This is an optimization exercise on Yosys and OpenROAD, whose aim is small area and a short achievable clock period, not a production implementation. The RTL was checked by simulation tests, not by an equivalence proof against the original design.

==> flow/design.v <==
module timer_top
( input wire sys_clk,
  input wire sys_rst_n,
  input wire tim_pwrite,
  input wire tim_psel,
  input wire tim_penable,
  input wire [11:0] tim_paddr,
  input wire [31:0] tim_pwdata,
  input wire [3:0] tim_pstrb,
  input wire dbg_mode,
  output wire [31:0] tim_prdata,
  output wire tim_int,
  output wire tim_pready,
  output wire tim_pslverr
);
reg wait_state;
wire acc = tim_psel & tim_penable;
always @(posedge sys_clk)
  wait_state <= acc;
assign tim_pready = acc & wait_state;
reg [7:0] sel;
wire a_ok = (tim_paddr[11:5] == 7'd0) & (tim_paddr[1:0] == 2'd0);
always @(posedge sys_clk)
  sel <= {8{a_ok}} & (8'd1 << tim_paddr[4:2]);
wire s_tcr   = sel[0];
wire s_tdr0  = sel[1];
wire s_tdr1  = sel[2];
wire s_tcmp0 = sel[3];
wire s_tcmp1 = sel[4];
wire s_tier  = sel[5];
wire s_tisr  = sel[6];
wire s_thcsr = sel[7];
reg wr;
always @(posedge sys_clk or negedge sys_rst_n)
  if (!sys_rst_n) wr <= 1'b0;
  else            wr <= tim_psel & ~tim_pready & tim_pwrite;
wire [3:0] st = tim_pstrb;
wire [31:0] wd = tim_pwdata;
reg        timer_en, div_en, halt_req, int_en, int_st, timer_en_pre;
reg  [3:0] div_val;
reg  [7:0] p;
wire halt_ack = halt_req & dbg_mode;
wire err_cond = (timer_en & st[0] & (wd[1] != div_en)) |
                (timer_en & st[1] & (wd[11:8] != div_val)) |
                (st[1] & (wd[11:8] > 4'd8));
reg err_q;
always @(posedge sys_clk)
  err_q <= err_cond;
wire wr_tcr = wr & s_tcr & ~err_q;
assign tim_pslverr = err_q & s_tcr & wr;
always @(posedge sys_clk or negedge sys_rst_n) begin
  if (!sys_rst_n) begin
    timer_en <= 1'b0;
    div_en   <= 1'b0;
    div_val  <= 4'd1;
    halt_req <= 1'b0;
    int_en   <= 1'b0;
  end else begin
    if (wr_tcr & st[0]) begin
      timer_en <= wd[0];
      div_en   <= wd[1];
    end
    if (wr_tcr & st[1]) div_val <= wd[11:8];
    if (wr & s_tier & st[0])  int_en   <= wd[0];
    if (wr & s_thcsr & st[0]) halt_req <= wd[0];
  end
end
reg init;
always @(posedge sys_clk or negedge sys_rst_n)
  if (!sys_rst_n) init <= 1'b0;
  else            init <= 1'b1;
wire [31:0] wd_c = wd | {32{~init}};
reg [63:0] tcmp;
genvar b;
generate for (b = 0; b < 4; b = b + 1) begin : g_tcmp
  always @(posedge sys_clk) begin
    if (~init | (wr & s_tcmp0 & st[b])) tcmp[8*b+7:8*b]     <= wd_c[8*b+7:8*b];
    if (~init | (wr & s_tcmp1 & st[b])) tcmp[8*b+39:8*b+32] <= wd_c[8*b+7:8*b];
  end
end endgenerate
function [7:0] lim;
  input [3:0] d;
  case (d)
    4'd1: lim = 8'd1;
    4'd2: lim = 8'd3;
    4'd3: lim = 8'd7;
    4'd4: lim = 8'd15;
    4'd5: lim = 8'd31;
    4'd6: lim = 8'd63;
    4'd7: lim = 8'd127;
    4'd8: lim = 8'd255;
    default: lim = 8'd0;
  endcase
endfunction
reg ph;
wire p_rst = ~timer_en | ~div_en | ph;
wire [7:0] p_inc;
assign p_inc[0] = ~p[0];
genvar i;
generate for (i = 1; i < 8; i = i + 1) begin : g_pinc
  assign p_inc[i] = p[i] ^ (&p[i-1:0]);
end endgenerate
wire wen_dv = wr_tcr & st[1];
wire ph_nxt = halt_ack ? (wen_dv ? (p == lim(wd[11:8])) : ph)
            : p_rst    ? (lim(wen_dv ? wd[11:8] : div_val) == 8'd0)
            :            (p_inc == lim(div_val));
always @(posedge sys_clk) begin
  if (!halt_ack) p <= p_rst ? 8'd0 : p_inc;
  ph <= ph_nxt;
end
wire       te_nxt = (wr_tcr & st[0]) ? wd[0]    : timer_en;
wire       de_nxt = (wr_tcr & st[0]) ? wd[1]    : div_en;
wire [3:0] dv_nxt = (wr_tcr & st[1]) ? wd[11:8] : div_val;
reg tick0;
always @(posedge sys_clk or negedge sys_rst_n)
  if (!sys_rst_n) tick0 <= 1'b0;
  else            tick0 <= te_nxt & (~de_nxt | (dv_nxt == 4'd0));
wire cnt_en = ~halt_ack & (tick0 | (timer_en & ph));
always @(posedge sys_clk)
  timer_en_pre <= timer_en;
wire cnt_clr = timer_en_pre & ~timer_en;
wire wr_tdr0 = wr & s_tdr0;
wire wr_tdr1 = wr & s_tdr1;
wire inc = cnt_en & ~wr_tdr0 & ~wr_tdr1;
reg cnt_v;
always @(posedge sys_clk or negedge sys_rst_n)
  if (!sys_rst_n) cnt_v <= 1'b0;
  else            cnt_v <= ~cnt_clr;
reg [63:0] cnt_q;
wire [63:0] cnt = cnt_q & {64{cnt_v}};
wire [15:0] g4;
wire [15:0] gp;    
generate for (i = 0; i < 16; i = i + 1) begin : g_grp
  assign g4[i] = &cnt_q[4*i+3:4*i];
  if (i == 0) begin : g0
    assign gp[i] = 1'b1;
  end else begin : gn
    assign gp[i] = &g4[i-1:0];
  end
end endgenerate
wire [63:0] tog;
generate for (i = 0; i < 64; i = i + 1) begin : g_tog
  if (i % 4 == 0) begin : j0
    assign tog[i] = inc & gp[i/4];
  end else begin : jn
    assign tog[i] = inc & gp[i/4] & (&cnt_q[i-1:(i/4)*4]);
  end
end endgenerate
wire [63:0] cnt_inc = cnt_v ? (cnt_q ^ tog) : {63'd0, inc};
generate for (b = 0; b < 4; b = b + 1) begin : g_cnt
  always @(posedge sys_clk) begin
    cnt_q[8*b+7:8*b]     <= (wr_tdr0 & st[b]) ? wd[8*b+7:8*b] : cnt_inc[8*b+7:8*b];
    cnt_q[8*b+39:8*b+32] <= (wr_tdr1 & st[b]) ? wd[8*b+7:8*b] : cnt_inc[8*b+39:8*b+32];
  end
end endgenerate
wire int_set = init & (cnt_v ? (cnt_q == tcmp) : (tcmp == 64'd0));
wire int_clr_req = wr & s_tisr & st[0] & wd[0];
always @(posedge sys_clk or negedge sys_rst_n)
  if (!sys_rst_n) int_st <= 1'b0;
  else            int_st <= int_st ? ~int_clr_req : int_set;
assign tim_int = int_en & int_st;
reg rs_tdr0, rs_tdr1;
always @(posedge sys_clk) begin
  rs_tdr0 <= a_ok & (tim_paddr[4:2] == 3'd1) & ~cnt_clr;
  rs_tdr1 <= a_ok & (tim_paddr[4:2] == 3'd2) & ~cnt_clr;
end
assign tim_prdata =
    ({32{s_tcr}}   & {20'b0, div_val, 6'b0, div_en, timer_en}) |
    ({32{rs_tdr0}} & cnt_q[31:0]) |
    ({32{rs_tdr1}} & cnt_q[63:32]) |
    ({32{s_tcmp0}} & tcmp[31:0]) |
    ({32{s_tcmp1}} & tcmp[63:32]) |
    ({32{s_tier}}  & {31'b0, int_en}) |
    ({32{s_tisr}}  & {31'b0, int_st}) |
    ({32{s_thcsr}} & {30'b0, halt_ack, halt_req});
endmodule
==> flow/config.mk <==
export PLATFORM = sky130hd
export DESIGN_NAME = timer_top
export DESIGN_NICKNAME = timer_top
export VERILOG_FILES = /design/flow/design.v
export SDC_FILE = /design/flow/constraint.sdc
export NUM_CORES = 4
export LEC_CHECK = 0
export CAP_MARGIN = 20
export CORE_MARGIN = 2
export CORE_UTILIZATION = 60
export CTS_BUF_LIST = sky130_fd_sc_hd__clkbuf_8
export SETUP_SLACK_MARGIN = 2.4
export SLEW_MARGIN = 20
==> flow/constraint.sdc <==
create_clock -name core_clock -period 5.0 [get_ports {sys_clk}]
set_input_delay 1.0000 -clock core_clock [delete_from_list [all_inputs] [get_ports {sys_clk}]]
set_output_delay 1.0000 -clock core_clock [all_outputs]
set_load 0.01 [all_outputs]
standard.sh (not shown) runs the stock make flow with config.mk's settings and CLKGATE_MAP_FILE= SYNTH_SCRIPT=/design/flow/synth_recipe.tcl, a recipe that flattens the netlist after the stock synthesis.
==> flow/flow/run.sh <==
#!/bin/bash
# Layout: the standard flow's synthesis script with its own ABC mapping script, then
# the standard flow for the remaining steps, with plain buffers on the
# ports. Each tool's output goes to a log file here.
set -euo pipefail
HERE=$(pwd)
export OWN_ABC_SCRIPT=$HERE/flow/abc_map.script
make -C $FLOW_HOME DESIGN_CONFIG=$FLOW_CONFIG WORK_HOME=$HERE/orfs CLKGATE_MAP_FILE= \
  SYNTH_SCRIPT=$HERE/flow/synth_own.tcl synth > $HERE/synth.log 2>&1
bash standard.sh "BUFFER_PORTS_ARGS=-buffer_cell sky130_fd_sc_hd__buf_2" finish > $HERE/standard.log 2>&1
==> flow/flow/abc_map.script <==
&get -n
&st
&dch
&nf
&put
topo
==> flow/flow/synth_own.tcl <==
# synth_recipe.tcl, with ABC's cell mapping run by flow/abc_map.script (a
# delay-oriented mapping without ABC's restructuring and buffering) and
# without the slow a222oi cell; the layout flow buffers and sizes.
proc synth {args} { yosys synth -nofsm -noshare {*}$args }
proc abc {args} {
  set i [lsearch -exact $args -script]
  if {$i >= 0} { lset args [expr {$i + 1}] $::env(OWN_ABC_SCRIPT) }
  lappend args -dont_use sky130_fd_sc_hd__a222oi_1
  yosys abc {*}$args
}
source $::env(SCRIPTS_DIR)/synth.tcl
# left out here: clear keep_hierarchy, flatten, clean up, hide names made inside functions, write 1_2_yosys.v
Edit:
==> flow/flow/abc_map.script (replaced) <==
&get -n
&st
&dch
&nf
&st
&syn2
&if -g -K 6
&synch2
&nf
&st
&syn2
&if -g -K 6
&synch2
&nf
&st
&syn2
&if -g -K 6
&synch2
&nf
&st
&syn2
&if -g -K 6
&synch2
&nf
&st
&syn2
&if -g -K 6
&synch2
&nf
&put
topo
stime -c
upsize -c
dnsize -c
--- a/flow/flow/synth_own.tcl
+++ b/flow/flow/synth_own.tcl
@@ -1,3 +1,3 @@
-# synth_recipe.tcl, with ABC's cell mapping run by flow/abc_map.script (a
-# delay-oriented mapping without ABC's restructuring and buffering) and
-# without the slow a222oi cell; the layout flow buffers and sizes.
+# synth_recipe.tcl, with ABC's cell mapping run by flow/abc_map.script (ORFS's
+# speed script without ABC's own buffering) and without the slow a222oi
+# cell; the layout flow buffers and sizes.
Settings changed: CORE_UTILIZATION 60 to 40.
Clock skew is about the same.
Final area grows by about 5%.
Setup slack gains 0.015 ns.
Fmax grows by 0.59%.
Count of clock-buffer cells in the layout stays the same.
Non-clock buffer count grows by 6.

[static timing again, ports no longer ideal]
How much do the figures lean on ideal ports? The routed layouts below were timed once more, with nothing changed but the port constraints.
Step 1, drivers: a clkbuf_16 drives sys_clk and a buf_2 each remaining input, both assumed.
Step 2 moves the port delays by t, midway between the first and last clock arrival at a register: inputs arrive t later, outputs are due t later. That takes back most of the time a late clock gives input paths.
Slacks: ideal ports / drivers / drivers and shift; pairs: ideal ports / drivers.
run | t (ns) | setup slack, ns | worst register clock-pin slew, ns
the first run | 0.493 | 2.397 / 2.364 / 2.116 | 0.09 / 0.09
the second run | 0.504 | 2.413 / 2.392 / 2.037 | 0.09 / 0.09
After both steps setup and hold are still met in every run listed. The setup slack of the second run, which loses most, moves by -0.021 ns with the drivers and by -0.376 ns with both steps.
